What follows belongs to an exercise in optimizing a design on an open flow for small area; a production flow would make more cautious choices. Function was not checked in any run shown here: the RTL went through the layout flow alone. Power and IR drop assume default switching activity.

==> flow/design.v <==
module StepCalculatorDataflow (
    input wire clk,
    input wire rst,
    input wire [7:0] hr_input,
    input wire [2:0] steps_per_second,
    input wire [7:0] stride_length,
    input wire valid_input,
    output wire [15:0] total_steps,
    output wire [31:0] total_distance,
    output wire [31:0] distance_per_second,
    output wire [7:0] time_elapsed,
    output wire [1:0] heart_rate_classification,
    output wire [7:0] max_heart_rate,
    output wire [31:0] total_calories,
    output wire [31:0] average_heart_rate,
    output wire [1:0] workout_intensity,
    output wire [15:0] speed
);
    reg [6:0] k;         
    reg z;               
    reg flag;            
    reg clr;             
    wire start = valid_input | z;
    always @(posedge clk or posedge rst) begin
        if (rst) begin
            k <= 7'd127;
            z <= 1'b1;
            flag <= 1'b0;
        end else begin
            if (start) begin
                k <= 7'd0;
                z <= 1'b0;
            end else if (k != 7'd127) begin
                k <= k + 7'd1;
            end
            if (k == 7'd122 && !clr)
                flag <= 1'b1;
        end
    end
    always @(posedge clk)
        if (start) clr <= ~valid_input;
    localparam [127:0] M_A  = 128'h000000000000000000000000ffffffff;
    localparam [127:0] M_TS = 128'h0000000000000000000000000000ffff;
    localparam [127:0] M_B  = 128'h0000000000000000ffffffff00000000;
    localparam [127:0] M_B6 = 128'h000000000000000003ffffff00000000;
    localparam [127:0] M_C  = 128'h0000000003fffffffc00000000000000;
    localparam [127:0] M_D  = 128'h03fffffffc0000000000000000000000;
    localparam [127:0] M_TE = 128'h00000003fc0000000000000000000000;
    localparam [127:0] M_W0 = 128'h0000000000000000000000ff00000000;
    localparam [127:0] M_W1 = 128'h0000000000000000000001fe00000000;
    localparam [127:0] M_W2 = 128'h0000000000000000000003fc00000000;
    wire ph_a  = M_A[k];
    wire ph_ts = M_TS[k];
    wire ph_b  = M_B[k];
    wire ph_b6 = M_B6[k];
    wire ph_c  = M_C[k];
    wire ph_d  = M_D[k];
    wire ph_te = M_TE[k];
    wire k0  = (k == 7'd0);
    wire k32 = (k == 7'd32);
    wire k58 = (k == 7'd58);
    wire k90 = (k == 7'd90);
    reg [7:0] h;         
    reg [7:0] w;         
    reg [2:0] s;         
    always @(posedge clk) begin
        if (valid_input) begin
            h <= hr_input;
            w <= stride_length;
        end else begin
            h <= {h[0], h[7:1]};
            w <= {w[0], w[7:1]};
        end
        if (valid_input) s <= steps_per_second;
    end
    wire [2:0] s_e = clr ? 3'd0 : s;
    reg [7:0] mx;
    reg hr_gt;
    integer gi;
    always @(*) begin
        hr_gt = 1'b0;
        for (gi = 0; gi < 8; gi = gi + 1)
            hr_gt = (hr_input[gi] & ~mx[gi]) | (~(hr_input[gi] ^ mx[gi]) & hr_gt);
    end
    always @(posedge clk or posedge rst) begin
        if (rst) mx <= 8'd0;
        else if (valid_input && hr_gt) mx <= hr_input;
    end
    reg [15:0] ts;
    reg [31:0] td;
    reg [31:0] sum;
    reg [31:0] avg;
    reg [19:0] cal;
    reg [15:0] spd;
    reg [7:0] te;
    reg [7:0] r;
    wire div_first = k0 | k32 | k58;
    wire td_rd = td[{~k[3:0], 1'b1}];
    reg sum_rd;
    always @(*) begin
        case (k[3:0])
            4'd0: sum_rd = sum[19];
            4'd1: sum_rd = sum[17];
            4'd2: sum_rd = sum[15];
            4'd3: sum_rd = sum[13];
            4'd4: sum_rd = sum[11];
            4'd5: sum_rd = sum[9];
            4'd6: sum_rd = sum[7];
            4'd7: sum_rd = sum[5];
            4'd8: sum_rd = sum[3];
            4'd9: sum_rd = sum[1];
            4'd10: sum_rd = sum[31];
            4'd11: sum_rd = sum[29];
            4'd12: sum_rd = sum[27];
            4'd13: sum_rd = sum[25];
            4'd14: sum_rd = sum[23];
            4'd15: sum_rd = sum[21];
        endcase
    end
    wire n_in = ph_a ? td_rd : (ph_c ? sum_rd : avg[31]);
    wire [7:0] dv = ph_b6 ? 8'd125 : te;
    wire [8:0] x9 = {(div_first ? 8'd0 : r), n_in};
    wire [10:0] df = {1'b0, x9, 1'b1} + {1'b0, 1'b1, ~dv, ~ph_c};
    wire q = df[10];
    always @(posedge clk)
        r <= q ? df[8:1] : x9[7:0];
    wire spd_ok = flag & (te != 8'd0);
    wire avg_ok = flag & (te != 8'd255);
    reg [7:0] acc;
    reg [3:0] xd;
    reg pb;
    wire a_in = avg[0] & flag;
    wire [8:0] msum = {1'b0, k0 ? 8'd0 : acc} + {1'b0, a_in ? te : 8'd0};
    wire x_t = msum[0];
    wire x_d = (k[6:2] != 5'd0) & xd[3];
    wire b_e = ~k0 & pb;
    wire p_t = x_d ^ x_t ^ b_e;
    wire b_n = (~x_d & (x_t | b_e)) | (x_t & b_e);
    always @(posedge clk) begin
        acc <= msum[8:1];
        xd <= {xd[2:0], x_t};
        pb <= b_n;
    end
    reg cts;
    wire s_bit = (k == 7'd0) ? s_e[0] : (k == 7'd1) ? s_e[1] : (k == 7'd2) ? s_e[2] : 1'b0;
    wire [1:0] ts_add = (ts[0] & flag) + s_bit + (~k0 & cts);
    always @(posedge clk) begin
        if (ph_ts) ts <= {ts_add[0], ts[15:1]};
        cts <= ts_add[1];
    end
    reg [1:0] ctd;
    wire a0 = s_e[0] & w[0] & M_W0[k];
    wire a1 = s_e[1] & w[7] & M_W1[k];
    wire a2 = s_e[2] & w[6] & M_W2[k];
    wire [2:0] td_add = (td[0] & flag) + a0 + a1 + a2 + (k32 ? 2'd0 : ctd);
    always @(posedge clk) begin
        if (ph_a)
            td <= {td[0], td[31:1]};
        else if (ph_b)
            td <= {td_add[0], td[31:1]};
        ctd <= td_add[2:1];
    end
    always @(posedge clk)
        if (ph_a) spd <= {spd[14:0], q & spd_ok};
    always @(posedge clk) begin
        if (ph_a)
            avg <= {p_t, avg[31:1]};
        else if (ph_b6 || ph_c)
            avg <= {avg[30:0], q & avg_ok};
    end
    always @(posedge clk)
        if (ph_b6) cal <= {cal[18:0], q};
    reg csum;
    wire h_bit = h[6] & ph_te & ~clr;
    wire [1:0] sum_add = (sum[0] & flag) + h_bit + (~k90 & csum);
    always @(posedge clk) begin
        if (ph_c)
            sum <= {sum[0], sum[31:1]};
        else if (ph_d)
            sum <= {sum_add[0], sum[31:1]};
        csum <= sum_add[1];
    end
    reg cte;
    wire cte_e = k90 | cte;
    always @(posedge clk) begin
        if (ph_te) te <= {flag & (te[0] ^ cte_e), te[7:1]};
        cte <= te[0] & cte_e;
    end
    assign total_steps = ts;
    assign total_distance = td;
    assign distance_per_second = 32'd0;
    assign time_elapsed = te;
    assign max_heart_rate = mx;
    assign total_calories = {12'd0, cal};
    assign average_heart_rate = avg;
    assign speed = spd;
    localparam [255:0] M_HR1 = 256'hffffffffffffffffffffffffff80000000000000000000000000000000000000;    
    localparam [255:0] M_HR2 = 256'hffffffffffffffffffe000000000000000000000000000000000000000000000;    
    localparam [255:0] M_AV1 = 256'hffffffffffffffffffffffffffffffffff000000000000000000000000000000;    
    localparam [255:0] M_AV2 = 256'hfffffffffffffffffffffffe0000000000000000000000000000000000000000;    
    wire hr1 = M_HR1[hr_input];
    wire hr2 = M_HR2[hr_input];
    assign heart_rate_classification = {hr2, hr1 & ~hr2};
    wire av_hi = |avg[31:8];
    wire av1 = av_hi | M_AV1[avg[7:0]];
    wire av2 = av_hi | M_AV2[avg[7:0]];
    assign workout_intensity = {av2, av1 & ~av2};
endmodule
==> flow/flow/run.sh <==
#!/bin/bash
# Standard layout; keep copies of the inputs for inspection.
cp standard.sh standard_copy.sh.txt
cp config.mk config_copy.mk.txt
bash standard.sh > standard.log 2>&1
==> flow/standard.sh <==
#!/bin/bash
# synth_recipe.tcl (not shown) runs the flow's synth.tcl, then flattens the netlist and writes it again
# the make line also repeats each setting of config.mk as NAME=value (left out here)
make -C /OpenROAD-flow-scripts/flow DESIGN_CONFIG=/design/flow/config.mk WORK_HOME=/design/flow/orfs CLKGATE_MAP_FILE= SYNTH_SCRIPT=/design/flow/synth_recipe.tcl "${@:-finish}"
==> flow/config.mk <==
export PLATFORM = sky130hd
export DESIGN_NAME = StepCalculatorDataflow
export DESIGN_NICKNAME = StepCalculatorDataflow
export VERILOG_FILES = /design/flow/design.v
export SDC_FILE = /design/flow/constraint.sdc
export NUM_CORES = 4
export LEC_CHECK = 0
export CAP_MARGIN = 20
export CORE_MARGIN = 2
export CORE_UTILIZATION = 40
export SLEW_MARGIN = 20
==> flow/constraint.sdc <==
create_clock -name core_clock -period 90.0 [get_ports {clk}]
set_input_delay 18.0000 -clock core_clock [delete_from_list [all_inputs] [get_ports {clk}]]
set_output_delay 18.0000 -clock core_clock [all_outputs]
set_load 0.01 [all_outputs]
==> results of run 1 <==
area by class of cell:
type                            count  area [um2]  share of cell area, %
Timing Repair Buffer              162        1609                  13.55
Sequential cell                   219        6081                  51.20
Clock inverter                     17       216.5                  1.822
Clock buffer                       27       643.1                  5.415
Inverter                           27       101.3                 0.8533
Tap cell                          285       356.6                  3.002
Multi-Input combinational cell    379        2870                  24.17
routing by layer:
metal,track usage [%],part of all wire [%],up-vias
met1,21.18,44,2754
met5,0,0,-
met2,24.10,46,224
li1,-,-,2642
met3,4.459,7.7,42
met4,4.762,2.5,0
metrics by stage:
stage	power (mW)	hold slack, ns	utilization, %	setup WS [ns]	area (um2)
5_1_grt	0.2528	0.3423	52.30	52.21	11880
2_1_floorplan	0.1296	0.3096	-	53.41	9473
6_report	0.2433	0.3268	52.30	52.34	11880
3_5_place_dp	0.1402	0.3150	48.52	52.35	11020
4_1_cts	0.2462	0.3290	52.30	52.33	11880
3_3_place_gp	0.1397	0.3142	48.50	52.37	11010
cells in the final DEF, fill, tap and decap left out, types with 4 or more instances in the layout:
master                            instances
sky130_fd_sc_hd__mux4_2                   5
sky130_fd_sc_hd__dfxtp_1                 42
sky130_fd_sc_hd__conb_1                  45
sky130_fd_sc_hd__xor2_1                   6
sky130_fd_sc_hd__and3_1                  10
sky130_fd_sc_hd__mux2_2                  58
sky130_fd_sc_hd__or2_2                    4
sky130_fd_sc_hd__clkbuf_16               25
sky130_fd_sc_hd__ha_1                    28
sky130_fd_sc_hd__a21oi_1                 18
sky130_fd_sc_hd__clkinv_2                 7
sky130_fd_sc_hd__edfxtp_1               160
sky130_fd_sc_hd__nand4_1                  7
sky130_fd_sc_hd__nand3_1                  5
sky130_fd_sc_hd__clkdlybuf4s50_1        157
sky130_fd_sc_hd__a21o_1                   6
sky130_fd_sc_hd__dfrtp_1                  9
sky130_fd_sc_hd__inv_1                   26
sky130_fd_sc_hd__nor2b_1                  9
sky130_fd_sc_hd__bufinv_16                5
sky130_fd_sc_hd__nand2_1                 25
sky130_fd_sc_hd__nor4_1                  11
sky130_fd_sc_hd__o21ai_0                 16
sky130_fd_sc_hd__buf_4                    5
sky130_fd_sc_hd__fa_1                     8
sky130_fd_sc_hd__nor2_1                  35
sky130_fd_sc_hd__xnor2_1                 11
sky130_fd_sc_hd__dfstp_2                  8
sky130_fd_sc_hd__and2_1                  15
sky130_fd_sc_hd__nor3_1                   4
logic make-up (layout without fill, tap and decap cells):
| group | Yosys count | after routing | synth area share [%] |
|---|---|---|---|
| compound gates | 80 | 80 | 5.727 |
| other cells | 1 | 45 | 0.04029 |
| fa+ha+maj | 36 | 36 | 5.485 |
| simple gates | 135 | 135 | 7.487 |
| buf+inv | 95 | 233 | 5.767 |
| xor+xnor | 17 | 17 | 1.600 |
| mux | 66 | 66 | 8.563 |
| flops | 219 | 219 | 65.33 |
where the power goes:
part	switching, mW	internal (mW)	leakage (nW)
sequential	0.00353	0.112	2.23
clock	0.0394	0.0657	0.422
combinational	0.00967	0.0125	2.09
total	0.0526	0.191	4.74
flip-flops by register name, summed over array words and instances (netlist names), 2 cells and up:
| signal | count |
|---|---|
| acc | 8 |
| avg | 32 |
| cal | 20 |
| ctd | 2 |
| h | 8 |
| k | 7 |
| mx | 8 |
| r | 8 |
| s | 3 |
| spd | 16 |
| sum | 32 |
| td | 32 |
| te | 8 |
| ts | 16 |
| w | 8 |
| xd | 4 |
final timing paths:
kind                                                end   startpoint  cells after the start  slack, ns
max                        heart_rate_classification[0]  hr_input[1]                      6      52.34
min                                               xd[3]        xd[2]                      0       0.33
max reg2reg                                      avg[0]         k[1]                     14      85.45
min reg2reg                                       xd[3]        xd[2]                      0       0.33
max in group asynchronous                         mx[0]          rst                      2      71.65
min in group asynchronous                         mx[5]          rst                      2      17.90
==> impl.org, run 1 <==
** Setup path
- Top fanout value on the critical path :: 5
- Critical setup path kind :: input port to primary output
- Among all stages on the critical path, the largest delay is contributed by sky130_fd_sc_hd__clkdlybuf4s50_1.
- By instance count, the cell type seen most on the critical path is sky130_fd_sc_hd__clkdlybuf4s50_1.
- STA puts the critical path data arrival time at just under 20 ns.
- Endpoint class of the critical path :: primary output
- For this run, the slowest stage of the critical path takes between 0.5 and 0.6 ns.
- The worst setup path is launched from an input port.
- Cell breakdown of the critical path :: clkdlybuf4s50_1, o21ai_0, nand2b_1, a31oi_1, and3b_1, clkdlybuf4s50_1
- STA puts the critical path data required time at approximately 70 ns.
- Among cell families on the critical path, the largest total delay comes from buffers and inverters.
- Worst path bufs/invs :: 2

** STA
- Derived from the worst setup path, the maximum achievable clock frequency is between 0.02 and 0.03 GHz.
- Sum of negative setup slack :: 0 ns
- Fin. Hold Viols :: 0
- Setup repair after global routing left no endpoint under its margin.
- Total of endpoints with negative setup slack in the final report :: 0
- The worst path uses a little over two fifths of the clock period.
- Between clock sinks in the finished design, the worst skew comes to just under 0.01 ns.
- Clock period minus final worst setup slack :: between 30 and 40 ns
- The worst pin sits at a relative slew slack of a little over two fifths.
- For the pin with the worst max-slew slack, the measured transition is between 0.8 and 0.9 ns.
- Final Max Slew Viols :: 0

** Finish
- The final layout contains 871 nets.
- Fill cells in the final layout number 1852.
- Count of antenna diodes in the layout :: 0
- In the final layout, the share of cells above drive strength 1 is between 15 and 20%.
- Once layout is complete, the cells apart from fillers number approximately 1100.
- Relative area change from synthesis to final layout :: 27.61%

** Drt
- Via total after detailed routing :: around 5700
- Avg Vias per Cell :: just over 5
- The routed design has approximately 19000 um of wire.
- Number of design rule violations left after detail routing :: 0
- The first TritonRoute pass finished after 5 iterations.
- After detailed routing, the average wire length per cell comes to around 17 um.
- Post-route ant nets :: 0
- The detailed router finished its first iteration with around 300 violations.

** Global routing
- Summed over all layers, the global routing overflow is 0.
- Initial antenna violation count :: 0
- Entering global routing, the biggest net connects 34 pins.
- Overall track demand over capacity in global routing :: approximately 16%
- Number of global-route vias before repair :: 5597
- The first global-routing pass estimated slightly above 30000 um of wire.

** Clocking
- Clk sinks :: 219
- Total setup buffers inserted after CTS :: 0
- After clock tree synthesis, the clock-pin slew on the worst setup and hold paths is about 0.06 ns.
- CTS tree :: built
- Number of gates resized after cts :: 0
- No sink is reached through more buffers than the 3 on the longest clock path.
- Count of H-tree levels built during CTS :: 1
- Clock network latency to the later pin of the worst-skew pair :: 0.51 ns
- For this design, the CTS-stage hold fixing added 0 buffers.
- Total clock buffers created by CTS :: 24
- The cell sitting at the root of the clock tree is a sky130_fd_sc_hd__clkbuf_16.

** Logic synthesis
- Of the synthesized area, sequential elements account for approximately two thirds.
- Unique masters post-synth :: 60
- Area share of the largest cell type after synthesis :: between 50% and 60%
- Among all cell types in the netlist, the one instantiated most often is sky130_fd_sc_hd__edfxtp_1.
- In the synthesized netlist the dominant register cell turns out to be sky130_fd_sc_hd__edfxtp_1.
- For this run, the number of Yosys warnings is 1.
- By area the synthesized netlist is led by sky130_fd_sc_hd__edfxtp_1 52%, sky130_fd_sc_hd__dfxtp_1 9.0%, sky130_fd_sc_hd__mux2_2 7.0%, sky130_fd_sc_hd__ha_1 3.8%, sky130_fd_sc_hd__buf_4 3.7%.
- In this run, synthesis produced a sequential element count of ~220.
- The cell area that synthesis handed to floorplanning was just over 0.009 mm2.
- Count of mapped cells out of synthesis :: between 600 and 700
- Mean area per synthesized cell :: roughly 14 um2
- Number of enable-type register cells in the synthesized netlist :: 160
- Share of flip-flops with an asynchronous set or reset :: 7.763%
- The commonest cells after synthesis are 160 x sky130_fd_sc_hd__edfxtp_1, 58 x sky130_fd_sc_hd__mux2_2, 46 x sky130_fd_sc_hd__buf_4.
- Post-synth top area cell :: sky130_fd_sc_hd__edfxtp_1

** Floorplan
- Die footprint :: 0.02450 mm2
- Pin placement for this block handled a little over 200 I/O pins.
- The initialized floorplan defines 55 standard-cell rows.
- The floorplan step set the die height to 156.5 um.
- Floorplan die width :: approximately 160 um
- Starting density of the core :: 40.99%
- The region available for standard cell placement spans between 0.02 and 0.025 mm2.

** Placed design
- I/O Buffers :: 157
- Routability-driven placement finished with a final weighted congestion of 0.8249.
- The wire-length estimate of the detail-placed layout is 13400 um.
- Number of cells after detailed placement :: 1072

** Power and ir drop
- The worst-case IR drop observed on VDD is 0.01093 mV.
- In this run the power density over the cells is 20.48 mW/mm2.
- Cell leakage power :: 4.744 nW

** Min path
- The path class of the tightest hold or removal check is flip-flop to flip-flop.

** Status
- Outcome :: finished clean

** Flow run
- Across the run, the number of max-cap violations was 0.
==> run 2, diff against run 1 <==
==> flow/flow/run.sh (replaced) <==
#!/bin/bash
# Standard ORFS layout (the standard.sh) with a few extra ORFS settings
# from flow/extra.mk: smaller port buffers, no CTS dummy loads.
set -euo pipefail
HERE=$(pwd)
{ echo "include $HERE/config.mk"; cat "$HERE/flow/extra.mk"; } > "$HERE/my_config.mk"
sed "s#DESIGN_CONFIG=[^ ]*#DESIGN_CONFIG=$HERE/my_config.mk#" standard.sh > my_standard.sh
bash my_standard.sh > standard.log 2>&1
==> flow/flow/extra.mk (new file) <==
export BUFFER_PORTS_ARGS = -buffer_cell sky130_fd_sc_hd__buf_1
export CTS_ARGS = -sink_clustering_enable -repair_clock_nets -dont_use_dummy_load -buf_list sky130_fd_sc_hd__clkbuf_4
==> run 2 against run 1 <==
Effect of this change: still clean; routed wire length is 4.8% lower; register-to-register slack better by 0.08 ns; setup slack better by 0.75 ns; non-clock buffer count is 1 higher; hold slack worse by 0.017 ns; sequential share of layout area is 6.8 points higher; die area stayed put; clock skew is 0.092 ns higher; largest cell class unchanged; largest power group unchanged.
==> impl.org, run 2 <==
** Logic synthesis
- Number of enable-type register cells in the synthesized netlist :: 160
- Summing the areas of all and, or, nand and nor instances in the mapped netlist gives ~7.5% of the synthesized area.
- Compound-cell area share of the yosys netlist :: under 10%
- Share of flip-flops with an asynchronous set or reset :: 7.763%
- Summing every instance area after synthesis gives about 0.0093 mm2.
- Summed over all instances, the cell type with the most area after synthesis is sky130_fd_sc_hd__edfxtp_1.
- For this run, the number of Yosys warnings is 1.
- In this run, distinct cell masters in the synthesized netlist total 60.
- Most area-consuming cells after synthesis :: sky130_fd_sc_hd__edfxtp_1 52%, sky130_fd_sc_hd__dfxtp_1 9.0%, sky130_fd_sc_hd__mux2_2 7.0%, sky130_fd_sc_hd__ha_1 3.8%, sky130_fd_sc_hd__buf_4 3.7%
- For this run, the register share of the synthesized area comes to about two thirds.
- By area, the combinational part of the netlist is dominated by multiplexers.
- Count of mapped cells out of synthesis :: ~650
- Adder-cell share of the synthesized area :: under 10%
- The commonest cells after synthesis are 160 x sky130_fd_sc_hd__edfxtp_1, 58 x sky130_fd_sc_hd__mux2_2, 46 x sky130_fd_sc_hd__buf_4.
- Summed over its instances, the top area cell type makes up approximately 52% of the synthesized netlist area.
- Yosys instantiated no cell more often than sky130_fd_sc_hd__edfxtp_1.
- In the synthesized netlist the dominant register cell turns out to be sky130_fd_sc_hd__edfxtp_1.
- Measured against the total synthesized area, the mux share comes to under 10%.
- Synthesized-area fraction occupied by xor and xnor cells :: 1.600%
- Mean area per synthesized cell :: between 10 and 15 um2
- Post-synthesis sequential element count :: 219

** Placed design
- Detailed-placement wirelength estimate :: about 13000 um
- Placed standard-cell area :: 0.01004 mm2
- Routability Congestion :: ~0.8
- I/O Buffers :: between 150 and 200
- Timing analysis after detailed placement gives a worst setup slack of 53.10 ns.

** Clocking
- Clock network latency to the later pin of the worst-skew pair :: roughly 0.66 ns
- Maximum clock insertion buffer count :: 3
- CTS tree :: built
- Number of gates resized after cts :: 0
- CTS placed an instance of sky130_fd_sc_hd__clkbuf_4 at the clock tree root.
- In this run, CTS created clock tree buffers numbering between 50 and 60.
- Total setup buffers inserted after CTS :: 0
- Count of H-tree levels built during CTS :: 2
- Clock input transition at the sequential cells of the worst setup and hold paths :: 0.06 ns
- Clk sinks :: roughly 220
- After clock tree synthesis, the flow added hold-fix buffers numbering 0.

** Finish
- Leaving out fill and tap cells, the most frequent cell in the layout is sky130_fd_sc_hd__edfxtp_1.
- For this run, the post-layout net count is ~900.
- The area growth from synthesis to layout is 12.56%.
- In the layout the commonest cells are 160 x sky130_fd_sc_hd__edfxtp_1, 157 x sky130_fd_sc_hd__buf_1, 58 x sky130_fd_sc_hd__mux2_2, 58 x sky130_fd_sc_hd__clkbuf_4, 45 x sky130_fd_sc_hd__conb_1.
- Share of layout cells above drive strength 1 :: approximately 17%
- Summing all non-filler instances in the final layout gives an area of between 0.01 and 0.015 mm2.
- The largest registers in the layout are avg (32), sum (32), td (32).

** Floorplan
- I/O pins :: 202
- Die Y :: approximately 160 um
- Core Box Area :: 0.02271 mm2
- From left edge to right edge, the die measures around 160 um.
- The floorplan has 55 rows.
- Starting density of the core :: between 40% and 50%
- Die footprint :: about 0.025 mm2

** Min path
- The tightest min-delay check is of the flip-flop to flip-flop type.

** Setup path
- The worst setup path is captured at a primary output.
- STA puts the critical path data required time at approximately 72 ns.
- Among the stages of the critical path, the cell type that occurs most often is sky130_fd_sc_hd__buf_1.
- Top fanout value on the critical path :: 5
- Endpoint arrival time on the critical path :: 18.91 ns
- Crit path max-delay cell type :: sky130_fd_sc_hd__a31oi_1
- Max incr delay on CP :: 0.21 ns
- Critical setup path kind :: input port to primary output
- Critical Path Source Type :: input port
- Walking the worst path, the cells encountered are buf_1, o21ai_0, nand2b_1, a31oi_1, and3b_1, buf_1.

** Power and ir drop
- Combinational cell fraction of total power :: roughly 8.5%
- Sequential cell fraction of total power :: 59.3%
- In this run switching power makes up roughly a quarter of total power.
- The completed layout was analyzed and its total power is slightly below 0.2 mW.
- Cell leakage power :: ~4.2 nW
- Ratio of total power to cell area :: ~19 mW/mm2
- The internal power of the cells totals between 0.1 and 0.15 mW.
- The clock network burns around 32% of the power.
- IR analysis of the VDD net gives a maximum drop of approximately 0.012 mV.
- Summed over all nets, the switching power comes to about 0.046 mW.

** STA
- Static timing analysis puts the maximum clock frequency at approximately 0.027 GHz.
- Final Max Slew Viols :: 0
- Unrepaired setup endpoints after global routing :: false
- Total of endpoints with negative setup slack in the final report :: 0
- Part of the cycle the worst path needs :: approximately two fifths
- Worst hold slack after final layout :: a little over 0.3 ns
- The count of endpoints failing hold in the final timing report is 0.
- Clock period minus final worst setup slack :: about 37 ns
- Between clock sinks in the finished design, the worst skew comes to between 0.1 and 0.15 ns.
- Max_slew headroom :: 46.16%
- Across all setup checks in the final design, the least slack found is between 50 and 60 ns.
- For the final routed database, the setup TNS stands at 0 ns.
- Measured slew at the worst slew-check pin :: a little over 0.8 ns

** Global routing
- Entering global routing, the biggest net connects 34 pins.
- Initial antenna violation count :: 1
- Wire length of the first global-routing pass :: 29040 um
- Number of global-route vias before repair :: around 5500
- The total overflow left after global routing is 0.
- Overall track demand over capacity in global routing :: ~15%

** Drt
- Across all layers, the routed design uses about 5700 vias.
- Final routed wirelength across all metal layers :: roughly 18000 um
- After detailed routing, the average wire length per cell comes to between 15 and 20 um.
- The first routing iteration left 291 violations.
- For this run, the detailed router's first-pass iteration total came to 4.
- Post-route ant nets :: 0
- Avg Vias per Cell :: 5.016
- In the routed design, unresolved DRC markers number 0.

** Status
- The flow ran to the end and the layout has no timing, DRC or antenna violations.

** Flow run
- Count of maximum capacitance violations :: 0
==> run 2: cell counts after synthesis <==
Identical to the previous run, type by type.
==> run 2: area by class of cell <==
| type | instances | area (um2) |
|---|---|---|
| tap | 285 | 356.6 |
| timing repair buffer | 163 | 634.4 |
| fill | 2094 | 12230 |
| multi-input combinational | 379 | 2865 |
| clock buffer | 58 | 435.4 |
| sequential | 219 | 6081 |
| antenna | 1 | 2.502 |
| inverter | 27 | 101.3 |
==> run 2: cell families (layout without fill, tap and decap cells) <==
kind of cell,Yosys count,after routing
AOI/OAI and AO/OA,80,80
xor gates and xnor gates,17,17
adders and majority gates,36,36
buffers and inverters,95,248
DFF,219,219
muxes,66,66
other,1,46
and+or+nand+nor,135,135
==> run 2: per-layer routing <==
layer  share of wire, %  GRT usage [%]  vias up
met2                 44          22.13      185
met1                 46          20.48     2760
li1                   -              -     2701
met3                7.4          5.068       32
met5                  0              0        -
met4                2.0          5.330        0
==> run 2: worst max-delay path, delay by kind of cell <==
kind                   cells  cell delay, ns
buffers and inverters      2            0.28
and+or+nand+nor            2            0.25
AOI/OAI and AO/OA          2            0.37
==> run 2: stage by stage <==
step,util (%),cells
after floorplan,-,693
after global placement,44.20,1073
after detailed placement,44.20,1073
after CTS,46.12,1131
after global routing,46.13,1132
final,46.13,1132
==> run 2: power by group through the flow <==
stage                     clock network [mW]  logic (mW)  registers, mW
after global placement                     0      0.0167          0.118
after CTS                             0.0668      0.0169          0.116
after detailed placement                   0      0.0168          0.118
after floorplan                            0      0.0111          0.119
after global routing                  0.0710      0.0188          0.116
final                                 0.0629      0.0166          0.116
==> run 2: final timing paths <==
kind	startpoint	end	slack (ns)	cells after the start
max	hr_input[1]	heart_rate_classification[0]	53.09	6
min	xd[2]	xd[3]	0.31	0
max reg2reg	k[1]	avg[0]	85.53	14
min reg2reg	xd[2]	xd[3]	0.31	0
max in group asynchronous	rst	mx[6]	72.01	2
min in group asynchronous	rst	mx[0]	17.43	2
==> run 3, diff against run 2 <==
==> flow/flow/extra.mk (replaced) <==
export BUFFER_PORTS_ARGS = -buffer_cell sky130_fd_sc_hd__buf_1
export CTS_ARGS = -sink_clustering_enable -repair_clock_nets -dont_use_dummy_load -buf_list sky130_fd_sc_hd__clkbuf_4
export SKIP_REPAIR_TIE_FANOUT = 1
==> run 3 against run 2 <==
Effect of this change: highest routed layer unchanged; power rose by 0.27%; clock skew fell by 0.029 ns; non-clock buffer count did not move; via count fell by 1.6%; setup slack got worse by 0.037 ns; first-iteration DRC count rose by 5.2%; global-route usage rose by 0.26 points; combinational power barely moved; sequential share of layout area rose by 0.92 points; largest power group unchanged; register-to-register slack improved by 0.08 ns; still clean; synthesized cell count did not move.
==> impl.org, run 3 <==
** Status
- Outcome :: finished clean

** Global routing
- For this run the aggregate overflow at the end of global routing stands at 0.
- The number of global-route vias before repair came to around 5600.
- In the global route stage, overall resource usage came out at about 15%.
- The first global-routing pass estimated around 29000 um of wire.
- Maximum number of pins on one net before global-route repair :: 46
- The initial antenna violation count is 1.

** Floorplan
- The total area inside the core boundary comes to about 0.023 mm2.
- The die is approximately 160 um tall.
- Floorplan row count :: 55
- In this run the count of I/O pins placed on the die edge is between 200 and 250.
- The floorplan step set the die width to around 160 um.
- The die covers roughly 0.025 mm2.
- Starting density of the core :: 40.99%

** Logic synthesis
- Share of flip-flops with an asynchronous set or reset :: roughly 7.8%
- Flip-flop cell with the highest count after synthesis :: sky130_fd_sc_hd__edfxtp_1
- The portion of synthesized area spent on multiplexers is ~8.6%.
- After technology mapping, the gate count stands at ~650.
- Dividing the synthesized area by the synthesized cell count gives ~14 um2.
- The synthesized netlist devotes 5.485% of its cell area to adder and majority cells.
- Simple-gate share of the synthesized area :: approximately 7.5%
- Register area share after synthesis :: roughly two thirds
- The most common cell in the synthesized netlist is sky130_fd_sc_hd__edfxtp_1.
- Area share of the largest cell type after synthesis :: between 50% and 60%
- Synthesis inferred 219 register bits.
- Synthesized-area fraction occupied by xor and xnor cells :: under 10%
- In the post-synthesis netlist, the biggest area contributors are sky130_fd_sc_hd__edfxtp_1 52%, sky130_fd_sc_hd__dfxtp_1 9.0%, sky130_fd_sc_hd__mux2_2 7.0%, sky130_fd_sc_hd__ha_1 3.8%, sky130_fd_sc_hd__buf_4 3.7%.
- Post-synth top area cell :: sky130_fd_sc_hd__edfxtp_1
- Commonest cells in the netlist :: 160 x sky130_fd_sc_hd__edfxtp_1, 58 x sky130_fd_sc_hd__mux2_2, 46 x sky130_fd_sc_hd__buf_4
- Synth Cell Area :: about 0.0093 mm2
- Summing the areas of all compound-gate instances in the mapped netlist gives under 10% of the synthesized area.
- Number of enable-type register cells in the synthesized netlist :: 160
- After synthesis, the largest family of logic cells by area is multiplexers.
- The netlist uses 60 different library cells.
- Number of synthesis warnings :: 1

** Drt
- Final routed wirelength across all metal layers :: 18530 um
- Post-route ant nets :: 0
- After detailed routing, the number of remaining DRC violations is 0.
- WL per Instance :: about 17 um
- Across all layers, the routed design uses around 5600 vias.
- Using the TritonRoute via totals, the vias-per-cell ratio works out to between 5 and 6.
- First drt pass iteration count :: 4
- For this block, the initial DRC count from the detailed router was ~310.

** Clocking
- Clk sinks :: approximately 220
- Number of gates resized after cts :: 0
- In this run, post-CTS hold repair placed 0 buffers.
- Clock input transition at the sequential cells of the worst setup and hold paths :: approximately 0.06 ns
- CTS tree :: built
- At the later pin of the worst-skew pair, clock insertion delay measures between 0.6 and 0.7 ns.
- The clock passes through at most 3 buffers.
- In this run the clock root is driven by a sky130_fd_sc_hd__clkbuf_4.
- Total setup buffers inserted after CTS :: 0
- Total clock buffers created by CTS :: 58
- Count of H-tree levels built during CTS :: 2

** Placed design
- Summed over all nets, the half-perimeter wirelength after detailed placement is about 12000 um.
- Number of cells after detailed placement :: approximately 1000
- I/O Buffers :: 157
- Routability Congestion :: ~0.77

** Power and ir drop
- For this design the total switching power over the nets is approximately 0.047 mW.
- Net switching is between 20% and 30% of the power.
- Clock power frac :: about a third
- Summed over all cells, the static leakage comes to about 4.1 nW.
- Ratio of total power to cell area :: 18.99 mW/mm2
- Internal Pwr Total :: 0.1489 mW
- Combinational cell fraction of total power :: between 8 and 9%
- Sequential cell fraction of total power :: 59.1%
- Peak supply drop :: about 0.011 mV

** STA
- Final Max Slew Viols :: 0
- Fmax :: between 0.02 and 0.03 GHz
- Setup violations remaining at the end of the flow were counted as 0.
- Max_slew headroom :: between 30% and 40%
- Unrepaired setup endpoints after global routing :: false
- Worst-case clock skew :: 0.07236 ns
- Sum of negative setup slack :: 0 ns
- Fin. Hold Viols :: 0
- Measured slew at the worst slew-check pin :: 0.9101 ns
- Part of the cycle the worst path needs :: between 40% and 50%
- Clock period minus final worst setup slack :: approximately 37 ns

** Finish
- The largest registers in the layout are avg (32), sum (32), td (32).
- Relative to the synthesized area, the layout overhead comes to 10.81%.
- Share of layout cells above drive strength 1 :: 18.08%
- Post-route insts no fill :: about 1100
- The sequential cells in the finished layout cover a total of 0.006081 mm2.
- At the end of the flow, the number of nets in the layout was about 860.
- Fill count :: roughly 2100
- Most frequent standard cell in the layout excluding fill and tap cells :: sky130_fd_sc_hd__edfxtp_1
- Multi-input combinational cell area :: between 0.002 and 0.003 mm2
- Commonest non-fill, non-tap cells in the layout :: 160 x sky130_fd_sc_hd__edfxtp_1, 157 x sky130_fd_sc_hd__buf_1, 58 x sky130_fd_sc_hd__mux2_2, 58 x sky130_fd_sc_hd__clkbuf_4, 42 x sky130_fd_sc_hd__dfxtp_1

** Min path
- Path class of the lowest-slack min-delay path :: flip-flop to flip-flop

** Setup path
- The worst setup path is launched from an input port.
- Counting stages on the worst path, the most repeated cell is sky130_fd_sc_hd__buf_1.
- At the worst endpoint, the arrival time is roughly 19 ns.
- In this design, the largest share of critical-path delay is due to compound AO/OA/AOI/OAI gates.
- Cell breakdown of the critical path :: buf_1, o21ai_0, nand2b_1, a31oi_1, and3b_1, buf_1
- On the critical path, the stage with the largest delay is an instance of sky130_fd_sc_hd__a31oi_1.
- Critical setup path kind :: input port to primary output
- Worst path bufs/invs :: 2
- Along the worst path, the maximum fanout reaches 5.
- For this run, the slowest stage of the critical path takes about 0.22 ns.
- For the worst setup path, the data required time is slightly above 70 ns.
- The worst setup path is captured at a primary output.

** Flow run
- Max-cap violations in this run came to 0.
==> run 3: cell types whose count changed in the layout (fill, tap and decap cells not counted), sizes merged <==
cell   previous run  this run
diode             1         2
conb             45         1
==> run 3: logic make-up (layout without fill, tap and decap cells) <==
| logic type | after synthesis | count (layout) |
|---|---|---|
| AOI/OAI and AO/OA | 80 | 80 |
| xor gates and xnor gates | 17 | 17 |
| adders and majority gates | 36 | 36 |
| buffers and inverters | 95 | 248 |
| DFF | 219 | 219 |
| muxes | 66 | 66 |
| other | 1 | 3 |
| and+or+nand+nor | 135 | 135 |
==> run 3: cell type report <==
| class | count | share of cell area (%) |
|---|---|---|
| multi-input cells | 335 | 26.18 |
| well taps | 285 | 3.457 |
| clock buffers | 58 | 4.222 |
| repair buffers | 163 | 6.151 |
| flip-flops and latches | 219 | 58.96 |
| inverters | 27 | 0.9827 |
| diodes | 2 | 0.04853 |
==> run 3: power by group through the flow <==
stage	clock [mW]	combinational [mW]	sequential (mW)
final	0.0635	0.0165	0.116
after detailed placement	0	0.0166	0.118
after floorplan	0	0.0111	0.119
after global routing	0.0717	0.0185	0.116
after CTS	0.0672	0.0167	0.116
after global placement	0	0.0165	0.118
==> run 3: worst paths after layout <==
check / cells past startpoint / end / slack (ns) / startpoint
hold / removal: 0 / xd[1] / 0.33 / xd[0]
hold reg to reg: 0 / xd[1] / 0.33 / xd[0]
max in group asynchronous: 2 / mx[6] / 72.08 / rst
min in group asynchronous: 2 / mx[0] / 17.45 / rst
setup / recovery: 6 / heart_rate_classification[0] / 53.06 / hr_input[1]
setup reg to reg: 13 / r[5] / 85.61 / k[1]
==> run 3: layer usage <==
layer	GRT usage, %	vias to the layer above	wire length, um
met5	0	-	0
met4	5.941	0	418
met3	3.932	41	1425
met2	23.54	226	8218
met1	20.52	2666	8465
li1	-	2654	-
==> run 3: metrics by stage <==
stage | power [mW] | setup WS, ns | hold WS (ns) | utilization (%) | instance area (um2)
floorplan | 0.1296 | 53.41 | 0.3096 | - | 9308
global placement | 0.1344 | 53.06 | 0.3122 | 43.48 | 9873
detailed placement | 0.1344 | 53.04 | 0.3146 | 43.48 | 9873
CTS | 0.1998 | 53.03 | 0.3296 | 45.39 | 10310
global route | 0.2066 | 52.95 | 0.3323 | 45.41 | 10310
finish | 0.1958 | 53.06 | 0.3283 | 45.42 | 10310
==> run 4, diff against run 3 <==
==> flow/flow/extra.mk (replaced) <==
export BUFFER_PORTS_ARGS = -buffer_cell sky130_fd_sc_hd__buf_1
export CTS_ARGS = -sink_clustering_enable -repair_clock_nets -dont_use_dummy_load -buf_list sky130_fd_sc_hd__clkbuf_16 -sink_clustering_size 20 -sink_clustering_max_diameter 60
export SKIP_REPAIR_TIE_FANOUT = 1
==> run 4 against run 3 <==
Effect of this change: still clean; sequential power about the same; highest routed layer unchanged; sequential cell count unchanged; via count decreased by 3.5%; critical path depth unchanged; critical path type unchanged; area after synthesis unchanged; combinational power about the same.
==> impl.org, run 4 <==
** Status
- Outcome :: finished clean

** Global routing
- After global routing the overflow that remains totals 0.
- The first global-routing pass estimated around 29000 um of wire.
- Maximum number of pins on one net before global-route repair :: 46
- The number of global-route vias before repair is roughly 5300.
- Overall track demand over capacity in global routing :: 14.71%
- Initial antenna violation count :: 0

** Finish
- In the final layout, the share of cells above drive strength 1 is around 14%.
- From synthesis to final layout, the design area changed by 11.75%.
- Fill count :: 2075
- Cells fill between 40% and 50% of the core in the end.
- Most frequent standard cell in the layout excluding fill and tap cells :: sky130_fd_sc_hd__edfxtp_1
- For this run, the number of standard cells in the final layout without fillers is 1051.
- The largest registers in the layout are avg (32), sum (32), td (32).
- Leaving out fill and tap cells, the most frequent cells in the layout are 160 x sky130_fd_sc_hd__edfxtp_1, 157 x sky130_fd_sc_hd__buf_1, 58 x sky130_fd_sc_hd__mux2_2, 42 x sky130_fd_sc_hd__dfxtp_1, 35 x sky130_fd_sc_hd__nor2_1.
- Layout net count :: between 800 and 900

** STA
- Total of endpoints with negative setup slack in the final report :: 0
- The count of endpoints failing hold in the final timing report was 0.
- Timing would allow up to 0.02707 GHz.
- Clock period minus final worst setup slack :: 36.94 ns
- Final Max Slew Viols :: 0
- Measured slew at the worst slew-check pin :: about 0.9 ns
- On the final layout, the worst clock skew is slightly below 0.05 ns.
- After routing, the total negative slack on setup checks comes to 0 ns.
- The worst pin sits at a relative slew slack of about two fifths.
- Setup repair after global routing left no endpoint under its margin.
- Part of the cycle the worst path needs :: around 41%

** Power and ir drop
- For this design the ratio of total power to cell area is between 15 and 20 mW/mm2.
- Cell leakage power :: between 4 and 5 nW
- Final total power :: 0.2067 mW
- Peak supply drop :: ~0.014 mV

** Placed design
- I/O Buffers :: between 150 and 200
- Routability-driven placement finished with a final weighted congestion of approximately 0.77.
- The HPWL after detailed placement is 12490 um.
- Including well taps, the total number of placed cells is a little over 1000.

** Logic synthesis
- Of the synthesized area, sequential elements account for between 60% and 70%.
- Area share of the largest cell type after synthesis :: approximately half
- Counting every instance in the synthesized netlist gives between 600 and 700.
- sky130_fd_sc_hd__edfxtp_1 is the most common cell in the netlist.
- For this run, asynchronously set or reset flops after synthesis account for under 10%.
- Number of synthesis warnings :: 1
- Post-synthesis sequential element count :: 219
- Summing the areas of all compound-gate instances in the mapped netlist gives under 10% of the synthesized area.
- Main combinational cell family by area after synthesis :: multiplexers
- Of all cell types, the one taking the most synthesized area is sky130_fd_sc_hd__edfxtp_1.
- The cell area that synthesis handed to floorplanning was 0.009308 mm2.
- Synthesized-area fraction occupied by xor and xnor cells :: approximately 1.6%
- Unique masters post-synth :: 60
- By count the netlist is led by 160 x sky130_fd_sc_hd__edfxtp_1, 58 x sky130_fd_sc_hd__mux2_2, 46 x sky130_fd_sc_hd__buf_4.
- Number of enable-type register cells in the synthesized netlist :: 160
- For this run, the leading register cell type out of synthesis is sky130_fd_sc_hd__edfxtp_1.
- Sorting the synthesized cells by area gives the leading types as sky130_fd_sc_hd__edfxtp_1 52%, sky130_fd_sc_hd__dfxtp_1 9.0%, sky130_fd_sc_hd__mux2_2 7.0%, sky130_fd_sc_hd__ha_1 3.8%, sky130_fd_sc_hd__buf_4 3.7%.
- Summing the areas of all and, or, nand and nor instances in the mapped netlist gives under 10% of the synthesized area.
- The synthesized netlist devotes under 10% of its cell area to adder and majority cells.
- A synthesized cell averages approximately 14 um2.
- Share of cell area taken by muxes after synthesis :: under 10%

** Setup path
- STA puts the critical path data required time at between 70 and 80 ns.
- The worst setup path is launched from an input port.
- On the worst path, the slowest cell contributes a delay of roughly 0.22 ns.
- The worst setup path is captured at a primary output.
- Beginning of the critical path :: hr_input[1]
- FF-to-FF Start :: k[1]
- Along the worst path, the maximum fanout reaches 5.
- Together, buffers and inverters on the worst path number 2.
- The critical path is of the input port to primary output type.
- Family with the most delay on the worst path :: compound AO/OA/AOI/OAI gates
- Among the stages of the critical path, the cell type that occurs most often is sky130_fd_sc_hd__buf_1.
- Endpoint arrival time on the critical path :: approximately 19 ns
- Traced cell by cell, the critical path runs through buf_1, o21ai_0, nand2b_1, a31oi_1, and3b_1, buf_1.
- Crit path max-delay cell type :: sky130_fd_sc_hd__a31oi_1

** Drt
- After detailed routing, the number of remaining DRC violations is 0.
- Detailed routing inserted a total of approximately 5400 vias.
- Before antenna repair, the detailed router went through 4 iterations.
- After detailed routing, the average wire length per cell comes to ~17 um.
- In this run the remaining antenna-violating nets after routing total 0.
- Dividing the detail-routed via count by the number of cells gives 5.129.
- Final routed wirelength across all metal layers :: approximately 18000 um
- Iteration-0 DRC count of the detailed router :: approximately 340

** Clocking
- The number of clock buffers added by TritonCTS is 21.
- Clock network latency to the later pin of the worst-skew pair :: a little over 0.5 ns
- Post-CTS repair changed the size of 0 cells.
- Clock root buffer :: sky130_fd_sc_hd__clkbuf_16
- Clk sinks :: 219
- CTS tree :: built
- In this run the post-CTS setup repair buffer count came out at 0.
- Hold Buf Count CTS :: 0
- Clock input transition at the sequential cells of the worst setup and hold paths :: 0.06 ns
- No sink is reached through more buffers than the 3 on the longest clock path.
- Count of H-tree levels built during CTS :: 1

** Floorplan
- Floorplan die width :: 156.5 um
- Floorplan row count :: between 50 and 60
- Die Y :: around 160 um
- The floorplan step defined a die boundary enclosing approximately 0.025 mm2.
- Starting density of the core :: between 40 and 50%
- The core region is about 0.023 mm2.
- around 200 I/O pins were placed.

** Min path
- In this run the worst hold path is classified as flip-flop to flip-flop.
- The worst hold path begins at xd[0].

** Flow run
- Count of maximum capacitance violations :: 0
==> run 4: logic make-up after synthesis <==
kind of cell,Yosys count
buffers and inverters,95
other,1
multiplexers,66
AO/OA/AOI/OAI,80
AND/OR/NAND/NOR,135
flip-flops,219
adder cells (fa/ha/maj),36
XOR/XNOR,17
==> run 4: layout make-up <==
class	count	area, um2	area share, %
Antenna cell	1	2.502	0.02406
Clock buffer	21	525.5	5.052
Inverter	27	101.3	0.9744
Multi-Input combinational cell	335	2700	25.96
Sequential cell	219	6081	58.46
Tap cell	285	356.6	3.428
Timing Repair Buffer	163	634.4	6.099
==> run 4: power breakdown <==
part           internal [mW]  switching [mW]  total (mW)
sequential             0.112         0.00331       0.116
combinational        0.00737         0.00915      0.0165
clock                 0.0409          0.0336      0.0744
total                  0.161          0.0460       0.207
==> run 4: final timing paths <==
| path | to | slack (ns) | depth (start not counted) |
|---|---|---|---|
| min | xd[1] | 0.33 | 0 |
| max in group asynchronous | mx[4] | 71.92 | 2 |
| max reg2reg | avg[0] | 85.59 | 14 |
| min in group asynchronous | mx[0] | 17.60 | 2 |
| max | heart_rate_classification[0] | 53.06 | 6 |
| min reg2reg | xd[1] | 0.33 | 0 |
==> run 4: metal layers <==
metal / wire length (um) / share of wire, % / track usage [%] / up-vias
met3: 1252 / 6.9 / 3.295 / 17
li1: - / - / - / 2562
met2: 8057 / 45 / 23.10 / 192
met5: 0 / 0 / 0 / -
met4: 210 / 1.2 / 3.320 / 0
met1: 8564 / 47 / 20.95 / 2620
==> run 4: metrics by stage <==
stage	instance area, um2	setup slack [ns]	hold slack, ns
2_1_floorplan	9308	53.41	0.3096
4_1_cts	10400	53.03	0.3296
3_3_place_gp	9873	53.06	0.3122
6_report	10400	53.06	0.3273
5_1_grt	10400	52.95	0.3336
3_5_place_dp	9873	53.04	0.3146
==> run 5, diff against run 4 <==
==> flow/flow/extra.mk (replaced) <==
export BUFFER_PORTS_ARGS = -buffer_cell sky130_fd_sc_hd__buf_1
export CTS_ARGS = -sink_clustering_enable -repair_clock_nets -dont_use_dummy_load -buf_list sky130_fd_sc_hd__clkbuf_8 -sink_clustering_size 10 -sink_clustering_max_diameter 50
export SKIP_REPAIR_TIE_FANOUT = 1
==> run 5 against run 4 <==
Effect of this change: first-iteration DRC count is 11% lower; largest cell class unchanged; area after synthesis is the same; critical path depth stayed put; combinational power about the same; global-route usage hardly changed; hold slack hardly changed; routed wire length increased by 1.1%; largest power group unchanged.
==> impl.org, run 5 <==
** Status
- The run finished with no timing, DRC or antenna violations.

** Global routing
- After global routing the overflow that remains totals 0.
- The initial antenna violation count was 0.
- The first global-routing pass estimated 28760 um of wire.
- Overall track demand over capacity in global routing :: 14.72%
- Entering global routing, the biggest net connects 46 pins.
- The number of global-route vias before repair is approximately 5400.

** Placed design
- After legalization and detailed placement, the total HPWL measured ~12000 um.
- Number of cells after detailed placement :: 1029
- The placed instances occupy a cell area of about 0.01 mm2.
- I/O Buffers :: around 160
- At the end of routability-driven placement, the weighted congestion stood at around 0.77.

** Floorplan
- The die is 156.5 um tall.
- For this design the top-level I/O count stands at about 200.
- Floorplan row count :: 55
- Die footprint :: 0.02450 mm2
- The core region is around 0.023 mm2.
- The initial utilization of the core area, before any placement, comes to between 40% and 50%.
- Floorplan die width :: about 160 um

** Drt
- After detailed routing, the total wire length is between 15000 and 20000 um.
- First drt pass iteration count :: 4
- Number of design rule violations left after detail routing :: 0
- Dividing the detail-routed via count by the number of cells gives 5.151.
- Post-route ant nets :: 0
- Iteration-0 DRC count of the detailed router :: between 300 and 400
- Via total after detailed routing :: ~5500
- WL per Instance :: between 15 and 20 um

** Min path
- Hold path startpoint :: xd[2]
- The min-delay analysis places its worst path in the category flip-flop to flip-flop.

** Clocking
- Total clock buffers created by CTS :: 30
- Maximum clock insertion buffer count :: 3
- The number of gates resized after CTS was 0.
- Hold repair after CTS inserted 0 buffers.
- Clock network latency to the later pin of the worst-skew pair :: about 0.56 ns
- Count of H-tree levels built during CTS :: 1
- TritonCTS built the clock tree.
- After clock tree synthesis, the clock-pin slew on the worst setup and hold paths is ~0.060 ns.
- Clock root buffer :: sky130_fd_sc_hd__clkbuf_8
- Clock tree synthesis found a total of around 220 sinks.
- Total setup buffers inserted after CTS :: 0

** Power and ir drop
- Peak supply drop :: between 0.01 and 0.015 mV
- Cell leakage power :: 4.003 nW
- Ratio of total power to cell area :: 18.88 mW/mm2
- Total power for the finished layout comes to 0.1942 mW.

** STA
- The number of max-slew violations in the final report is 0.
- Clock period minus final worst setup slack :: ~37 ns
- Fin. Hold Viols :: 0
- Worst-case clock skew :: approximately 0.033 ns
- Measured slew at the worst slew-check pin :: ~0.91 ns
- Max_slew headroom :: between 30% and 40%
- Unrepaired setup endpoints after global routing :: false
- Worst hold slack after final layout :: around 0.33 ns
- Fmax :: approximately 0.027 GHz
- Part of the cycle the worst path needs :: roughly 40%
- Setup violations remaining at the end of the flow were counted as 0.
- In the final timing run, aggregate negative setup slack is 0 ns.

** Setup path
- STA classifies the critical path endpoint as a primary output.
- Most frequent cell on the critical path :: sky130_fd_sc_hd__buf_1
- Worst path bufs/invs :: 2
- Cell breakdown of the critical path :: buf_1, o21ai_0, nand2b_1, a31oi_1, and3b_1, buf_1
- The worst setup path is launched from an input port.
- The worst register-to-register path begins at k[1].
- For the worst setup path, the data required time is just over 70 ns.
- Family with the most delay on the worst path :: compound AO/OA/AOI/OAI gates
- In this design, the stage delay of the slowest critical-path cell is 0.22 ns.
- Data arrives at the worst endpoint at approximately 19 ns.
- In this run the worst path has a maximum fanout of 5.
- The slowest stage of the critical path is the sky130_fd_sc_hd__a31oi_1 cell.
- Beginning of the critical path :: hr_input[1]
- The worst setup path is of the input port to primary output kind.

** Logic synthesis
- For this run, the leading register cell type out of synthesis is sky130_fd_sc_hd__edfxtp_1.
- The cell count after synthesis came out at 649.
- Counting instances in the post-synthesis netlist gives the leading cell types as 160 x sky130_fd_sc_hd__edfxtp_1, 58 x sky130_fd_sc_hd__mux2_2, 46 x sky130_fd_sc_hd__buf_4.
- Post-synthesis sequential element count :: approximately 220
- For this run, the number of Yosys warnings is 1.
- Mean area per synthesized cell :: between 10 and 15 um2
- Yosys mapped a number of flops with a built-in enable equal to 160.
- After synthesis, the cell types taking the most area are sky130_fd_sc_hd__edfxtp_1 52%, sky130_fd_sc_hd__dfxtp_1 9.0%, sky130_fd_sc_hd__mux2_2 7.0%, sky130_fd_sc_hd__ha_1 3.8%, sky130_fd_sc_hd__buf_4 3.7%.
- Post-synth top area cell :: sky130_fd_sc_hd__edfxtp_1
- Area share of the largest cell type after synthesis :: between 50% and 60%
- Register area share after synthesis :: about 65%
- Share of flip-flops with an asynchronous set or reset :: 7.763%
- Summing every instance area after synthesis gives slightly above 0.009 mm2.
- Most common cell in the synthesized netlist :: sky130_fd_sc_hd__edfxtp_1
- Unique masters post-synth :: 60

** Finish
- Share of layout cells above drive strength 1 :: ~15%
- Layout net count :: 834
- Relative to the synthesized area, the layout overhead comes to 10.54%.
- Non-Filler Cell Area, Final :: between 0.01 and 0.015 mm2
- The finished layout holds ~1100 standard cells, fillers aside.
- In the final layout, the registers with the most flip-flops are avg (32), sum (32), td (32).
- Fill count :: 2084
- Commonest non-fill, non-tap cells in the layout :: 160 x sky130_fd_sc_hd__edfxtp_1, 157 x sky130_fd_sc_hd__buf_1, 58 x sky130_fd_sc_hd__mux2_2, 42 x sky130_fd_sc_hd__dfxtp_1, 35 x sky130_fd_sc_hd__nor2_1
- Most frequent standard cell in the layout excluding fill and tap cells :: sky130_fd_sc_hd__edfxtp_1

** Flow run
- Count of maximum capacitance violations :: 0
## run 5: path summary, 6_finish.rpt
kind / to / slack, ns / cells after the start
min reg2reg: xd[3] / 0.33 / 0
max in group asynchronous: mx[1] / 71.98 / 2
min: xd[3] / 0.33 / 0
min in group asynchronous: mx[7] / 17.53 / 2
max reg2reg: avg[0] / 85.64 / 14
max: heart_rate_classification[0] / 53.06 / 6
## run 5: power by group
part / switching, mW / total, mW / leakage [nW] / internal [mW]
logic: 0.00915 / 0.0165 / 1.55 / 0.00738
registers: 0.00328 / 0.116 / 2.23 / 0.112
clock network: 0.0327 / 0.0620 / 0.216 / 0.0292
## run 5: layer usage
metal | vias up | GRT usage (%) | wire length (um)
met5 | - | 0 | 0
met4 | 0 | 4.412 | 492
met3 | 35 | 2.880 | 1064
met2 | 197 | 22.89 | 8037
met1 | 2648 | 20.97 | 8692
li1 | 2580 | - | -
## run 5: cell families (layout without fill, tap and decap cells)
| kind of cell | Yosys count | count (layout) | synth area share [%] |
|---|---|---|---|
| xor+xnor | 17 | 17 | 1.600 |
| buf+inv | 95 | 220 | 5.767 |
| fa+ha+maj | 36 | 36 | 5.485 |
| mux | 66 | 66 | 8.563 |
| compound gates | 80 | 80 | 5.727 |
| other cells | 1 | 2 | 0.04029 |
| simple gates | 135 | 135 | 7.487 |
| flops | 219 | 219 | 65.33 |
## run 5: per-stage QoR
stage	utilization [%]	setup slack (ns)
detailed placement	43.48	53.04
finish	45.31	53.06
floorplan	-	53.41
global placement	43.48	53.06
global route	45.29	52.95
CTS	45.29	53.03
## run 5: cell type report
class / instances / area, um2 / area share, %
inverters: 27 / 101.3 / 0.9850
clock buffers: 30 / 412.9 / 4.013
well taps: 285 / 356.6 / 3.466
repair buffers: 163 / 634.4 / 6.166
flip-flops and latches: 219 / 6081 / 59.10
diodes: 1 / 2.502 / 0.02432
multi-input cells: 335 / 2700 / 26.24
==> run 6, diff against run 5 <==
--- a/flow/design.v
+++ b/flow/design.v
@@ -61,15 +61,12 @@
     wire k58 = (k == 7'd58);
     wire k90 = (k == 7'd90);
     reg [7:0] h;         
-    reg [7:0] w;         
     reg [2:0] s;         
     always @(posedge clk) begin
         if (valid_input) begin
             h <= hr_input;
-            w <= stride_length;
         end else begin
             h <= {h[0], h[7:1]};
-            w <= {w[0], w[7:1]};
         end
         if (valid_input) s <= steps_per_second;
     end
@@ -149,9 +146,14 @@
         cts <= ts_add[1];
     end
     reg [1:0] ctd;
-    wire a0 = s_e[0] & w[0] & M_W0[k];
-    wire a1 = s_e[1] & w[7] & M_W1[k];
-    wire a2 = s_e[2] & w[6] & M_W2[k];
+    reg w1, w2;
+    always @(posedge clk) begin
+        w1 <= cal[19];
+        w2 <= w1;
+    end
+    wire a0 = s_e[0] & cal[19] & M_W0[k];
+    wire a1 = s_e[1] & w1 & M_W1[k];
+    wire a2 = s_e[2] & w2 & M_W2[k];
     wire [2:0] td_add = (td[0] & flag) + a0 + a1 + a2 + (k32 ? 2'd0 : ctd);
     always @(posedge clk) begin
         if (ph_a)
@@ -169,7 +171,11 @@
             avg <= {avg[30:0], q & avg_ok};
     end
     always @(posedge clk)
-        if (ph_b6) cal <= {cal[18:0], q};
+        if (valid_input)
+            cal[19:12] <= {stride_length[0], stride_length[1], stride_length[2], stride_length[3],
+                           stride_length[4], stride_length[5], stride_length[6], stride_length[7]};
+        else if (ph_b6)
+            cal <= {cal[18:0], q};
     reg csum;
     wire h_bit = h[6] & ph_te & ~clr;
     wire [1:0] sum_add = (sum[0] & flag) + h_bit + (~k90 & csum);
==> flow/flow/extra.mk (replaced) <==
export BUFFER_PORTS_ARGS = -buffer_cell sky130_fd_sc_hd__buf_1
export CTS_ARGS = -sink_clustering_enable -repair_clock_nets -dont_use_dummy_load -buf_list sky130_fd_sc_hd__clkbuf_8 -sink_clustering_size 16 -sink_clustering_max_diameter 80
export SKIP_REPAIR_TIE_FANOUT = 1
==> run 6 against run 5 <==
Effect of this change: area after synthesis decreased by 0.47%; register-to-register slack improved by 0.03 ns; combinational power about the same; clock skew increased by 0.018 ns; still clean on timing, DRC and antenna; routed wire length decreased by 1.3%.
==> impl.org, run 6 <==
** Placed design
- I/O Buffers :: roughly 160
- Detailed-placement wirelength estimate :: approximately 12000 um
- The placed instances occupy a cell area of 0.009803 mm2.
- Routability Congestion :: 0.7837
- Before CTS, the worst setup slack after placement is between 50 and 60 ns.

** Drt
- Post-route ant nets :: 0
- Avg Vias per Cell :: between 5 and 6
- After detailed routing, the average wire length per cell comes to 17.25 um.
- First drt pass iteration count :: 4
- Iteration-0 DRC count of the detailed router :: ~320
- In the routed design, unresolved DRC markers number 0.
- Across all layers, the routed design uses about 5300 vias.
- After detailed routing, the total wire length is between 15000 and 20000 um.

** Power and ir drop
- Internal Pwr Total :: approximately 0.13 mW
- Sw Pwr :: around 0.042 mW
- Combinational cell fraction of total power :: under 10%
- Power spread over the standard cell area amounts to around 17 mW/mm2.
- The analysis attributes to cell leakage a power of 3.911 nW.
- Net switching is between 20% and 30% of the power.
- The clock network is responsible for 26.1% of the overall power.
- Sequential cell fraction of total power :: roughly 64%
- Final total power :: between 0.15 and 0.2 mW
- VDD sags by at most approximately 0.012 mV.

** STA
- Final worst-path setup slack :: ~53 ns
- Part of the cycle the worst path needs :: between 40 and 50%
- Total of endpoints with negative setup slack in the final report :: 0
- Fmax :: between 0.02 and 0.03 GHz
- Worst hold slack after final layout :: between 0.3 and 0.4 ns
- Measured slew at the worst slew-check pin :: just over 0.9 ns
- Setup repair after global routing left no endpoint under its margin.
- Sum of negative setup slack :: 0 ns
- Measured against its own limit, the worst slew margin works out to roughly two fifths.
- The number of max-slew violations in the final report was 0.
- Fin. Hold Viols :: 0
- Clock period minus final worst setup slack :: about 37 ns
- Clock skew on the completed layout was measured at roughly 0.050 ns.

** Setup path
- The worst setup path is launched from an input port.
- Data arrives at the worst endpoint at 18.87 ns.
- Capturing point of the worst reg2reg path :: avg[0]
- Across all register-to-register paths, the minimum setup slack is roughly 86 ns.
- For the worst flop-to-flop path, the logic depth is 13.
- Along the worst path, the maximum fanout reaches 5.
- Tracing the worst setup path back leads to its startpoint at hr_input[1].
- The worst setup path is captured at a primary output.
- STA puts the critical path data required time at between 70 and 80 ns.
- Critical setup path kind :: input port to primary output
- The startpoint identified for the worst register-to-register timing path is k[0].

** Clocking
- The cell sitting at the root of the clock tree is a sky130_fd_sc_hd__clkbuf_8.
- TritonCTS built the clock tree.
- Total clock buffers created by CTS :: 17
- In this run the deepest clock path goes through 3 buffers.
- In this run the number of H-tree levels came out at 1.
- Clock network latency to the later pin of the worst-skew pair :: 0.52 ns
- For this design, the CTS-stage hold fixing added 0 buffers.
- Clock input transition at the sequential cells of the worst setup and hold paths :: around 0.10 ns
- Clk sinks :: 213
- After clock tree synthesis, the repair step resized 0 gates.
- Once the clock tree was built, the setup fixing pass inserted 0 buffers.

** Finish
- In the final layout, the multi-input gates occupy around 0.0028 mm2.
- The library cells used most frequently in the layout, excluding fill and tap cells, are 160 x sky130_fd_sc_hd__edfxtp_1, 157 x sky130_fd_sc_hd__buf_1, 49 x sky130_fd_sc_hd__mux2_1, 42 x sky130_fd_sc_hd__nor2_1, 36 x sky130_fd_sc_hd__dfxtp_1.
- In the final layout, the share of cells above drive strength 1 is between 7 and 8%.
- In the final layout, flip-flops and latches occupy between 0.005 and 0.006 mm2.
- From synthesis to final layout, the design area changed by 8.374%.
- Most frequent standard cell in the layout excluding fill and tap cells :: sky130_fd_sc_hd__edfxtp_1
- Largest registers :: avg (32), sum (32), td (32)
- After routing the design area is roughly 0.010 mm2.
- Fill cells in the final layout number 2107.
- Layout net count :: 820

** Flow run
- Max-cap violations in this run came to 0.

** Logic synthesis
- Unique masters post-synth :: 66
- Mean area per synthesized cell :: about 14 um2
- After Yosys synthesis, full adders, half adders and majority gates account for 5.511% of the synthesized area.
- Number of synthesis warnings :: 1
- Share of flip-flops with an asynchronous set or reset :: under 10%
- Register area share after synthesis :: between 60 and 70%
- The cell area that synthesis handed to floorplanning was 0.009264 mm2.
- After Yosys synthesis, XOR and XNOR cells account for 1.513% of the synthesized area.
- Simple-gate share of the synthesized area :: roughly 8.6%
- The most common cell in the synthesized netlist is sky130_fd_sc_hd__edfxtp_1.
- Flip-flop cell with the highest count after synthesis :: sky130_fd_sc_hd__edfxtp_1
- Compound-cell area share of the yosys netlist :: roughly 5.4%
- By count the netlist is led by 160 x sky130_fd_sc_hd__edfxtp_1, 49 x sky130_fd_sc_hd__mux2_1, 47 x sky130_fd_sc_hd__buf_4.
- The top cell type by area accounts for 51.86% of the synthesized area.
- sky130_fd_sc_hd__edfxtp_1 takes more of the synthesized area than any other cell.
- Most area-consuming cells after synthesis :: sky130_fd_sc_hd__edfxtp_1 52%, sky130_fd_sc_hd__dfxtp_1 7.8%, sky130_fd_sc_hd__mux2_1 6.0%, sky130_fd_sc_hd__buf_4 3.8%, sky130_fd_sc_hd__ha_1 3.8%
- Of the post-synthesis cell area, the part taken by muxes is a little under 9%.
- Number of enable-type register cells in the synthesized netlist :: 160
- Synthesis inferred 213 register bits.
- Count of mapped cells out of synthesis :: 647
- By area, the combinational part of the netlist is dominated by multiplexers.

** Global routing
- Sum of overflow across all layers after global routing :: 0
- Initial antenna violation count :: 1
- Across every metal layer, demand over resource in global routing totals 14.71%.
- Maximum number of pins on one net before global-route repair :: 46
- The first global-routing pass estimated approximately 28000 um of wire.
- The number of global-route vias before repair was ~5200.

** Min path
- The worst hold path belongs to the class flip-flop to flip-flop.
- Hold path startpoint :: xd[1]
- The path with the worst hold slack has its endpoint at xd[2].
- The worst hold path passes through 0 cells.

** Floorplan
- Starting density of the core :: approximately two fifths
- The die is ~160 um tall.
- Core Box Area :: around 0.023 mm2
- slightly above 200 I/O pins were placed.
- Row generation in the floorplan step produced between 50 and 60 rows.
- Die footprint :: ~0.024 mm2
- Measured along the x axis, the die boundary spans around 160 um.

** Status
- Outcome :: finished clean
run 6: worst max-delay path: stages:
cell,delay [ns]
sky130_fd_sc_hd__buf_1,0.13
sky130_fd_sc_hd__o21ai_1,0.14
sky130_fd_sc_hd__nand2b_1,0.07
sky130_fd_sc_hd__a31oi_1,0.20
sky130_fd_sc_hd__and3b_1,0.18
sky130_fd_sc_hd__buf_1,0.14
run 6: cell type report:
cell class | instances | share of cell area (%)
flip-flops and latches | 213 | 59.37
well taps | 285 | 3.552
diodes | 1 | 0.02493
repair buffers | 161 | 6.169
clock buffers | 17 | 2.331
inverters | 25 | 0.9347
multi-input cells | 344 | 27.62
run 6: power by group through the flow:
stage                     sequential [mW]  combinational, mW  clock [mW]
final                               0.113             0.0166      0.0459
after global routing                0.114             0.0187      0.0522
after CTS                           0.113             0.0168      0.0491
after detailed placement            0.115             0.0167           0
after global placement              0.115             0.0167           0
after floorplan                     0.116             0.0108           0
run 6: worst max path at each step:
stage                                        end  slack, ns  cells past startpoint
floorplan           heart_rate_classification[0]      53.44                      4
finish              heart_rate_classification[0]      53.13                      6
global placement    heart_rate_classification[0]      53.15                      6
CTS                 heart_rate_classification[0]      53.12                      6
global route        heart_rate_classification[0]      52.96                      6
detailed placement  heart_rate_classification[0]      53.13                      6
run 6: cells by family after synthesis:
family,after synthesis
xor+xnor,16
fa+ha+maj,36
flops,213
simple gates,152
mux,68
other cells,1
compound gates,71
buf+inv,90
run 6: routing by layer:
metal	track usage, %	routed length [um]	vias up
met5	0	0	-
met4	3.014	287	0
met3	3.278	1491	21
met2	23.24	7901	213
met1	21.00	8365	2561
li1	-	-	2537
run 6: through the flow:
| stage | instances | utilization, % |
|---|---|---|
| final | 1046 | 44.21 |
| after global routing | 1046 | 44.21 |
| after CTS | 1045 | 44.20 |
| after detailed placement | 1028 | 43.17 |
| after global placement | 1028 | 43.16 |
| after floorplan | 647 | - |

re-timing with driven ports:
No port has a modelled driver above. Below, the same layouts with a new extraction and two added sets of constraints.
Step 1 assumes that a clkbuf_16 drives the clock port and a buf_2 every other input.
Step 2 times the ports against the registers' clock, not the clock port: input delays grow and output delays shrink by t, the midpoint of the rising clock arrivals with the driver on.
a / b / c = no drivers / after step 1 / after step 2; a / b = the first two.
run	shift t [ns]	slack for setup (ns)	latest minus earliest clock arrival (ns)
run 1	0.556	52.343 / 52.321 / 52.321	0.011 / 0.011
run 2	0.657	53.093 / 53.073 / 53.073	0.104 / 0.104
run 3	0.670	53.056 / 53.036 / 53.036	0.073 / 0.073
run 4	0.528	53.061 / 53.041 / 53.041	0.050 / 0.049
run 5	0.583	53.063 / 53.042 / 53.042	0.033 / 0.033
run 6	0.536	53.132 / 53.112 / 53.112	0.050 / 0.050
After both steps every run listed still meets setup and hold. The setup slack of run 1, which loses most, moves by -0.022 ns with the drivers and by -0.022 ns with both steps.
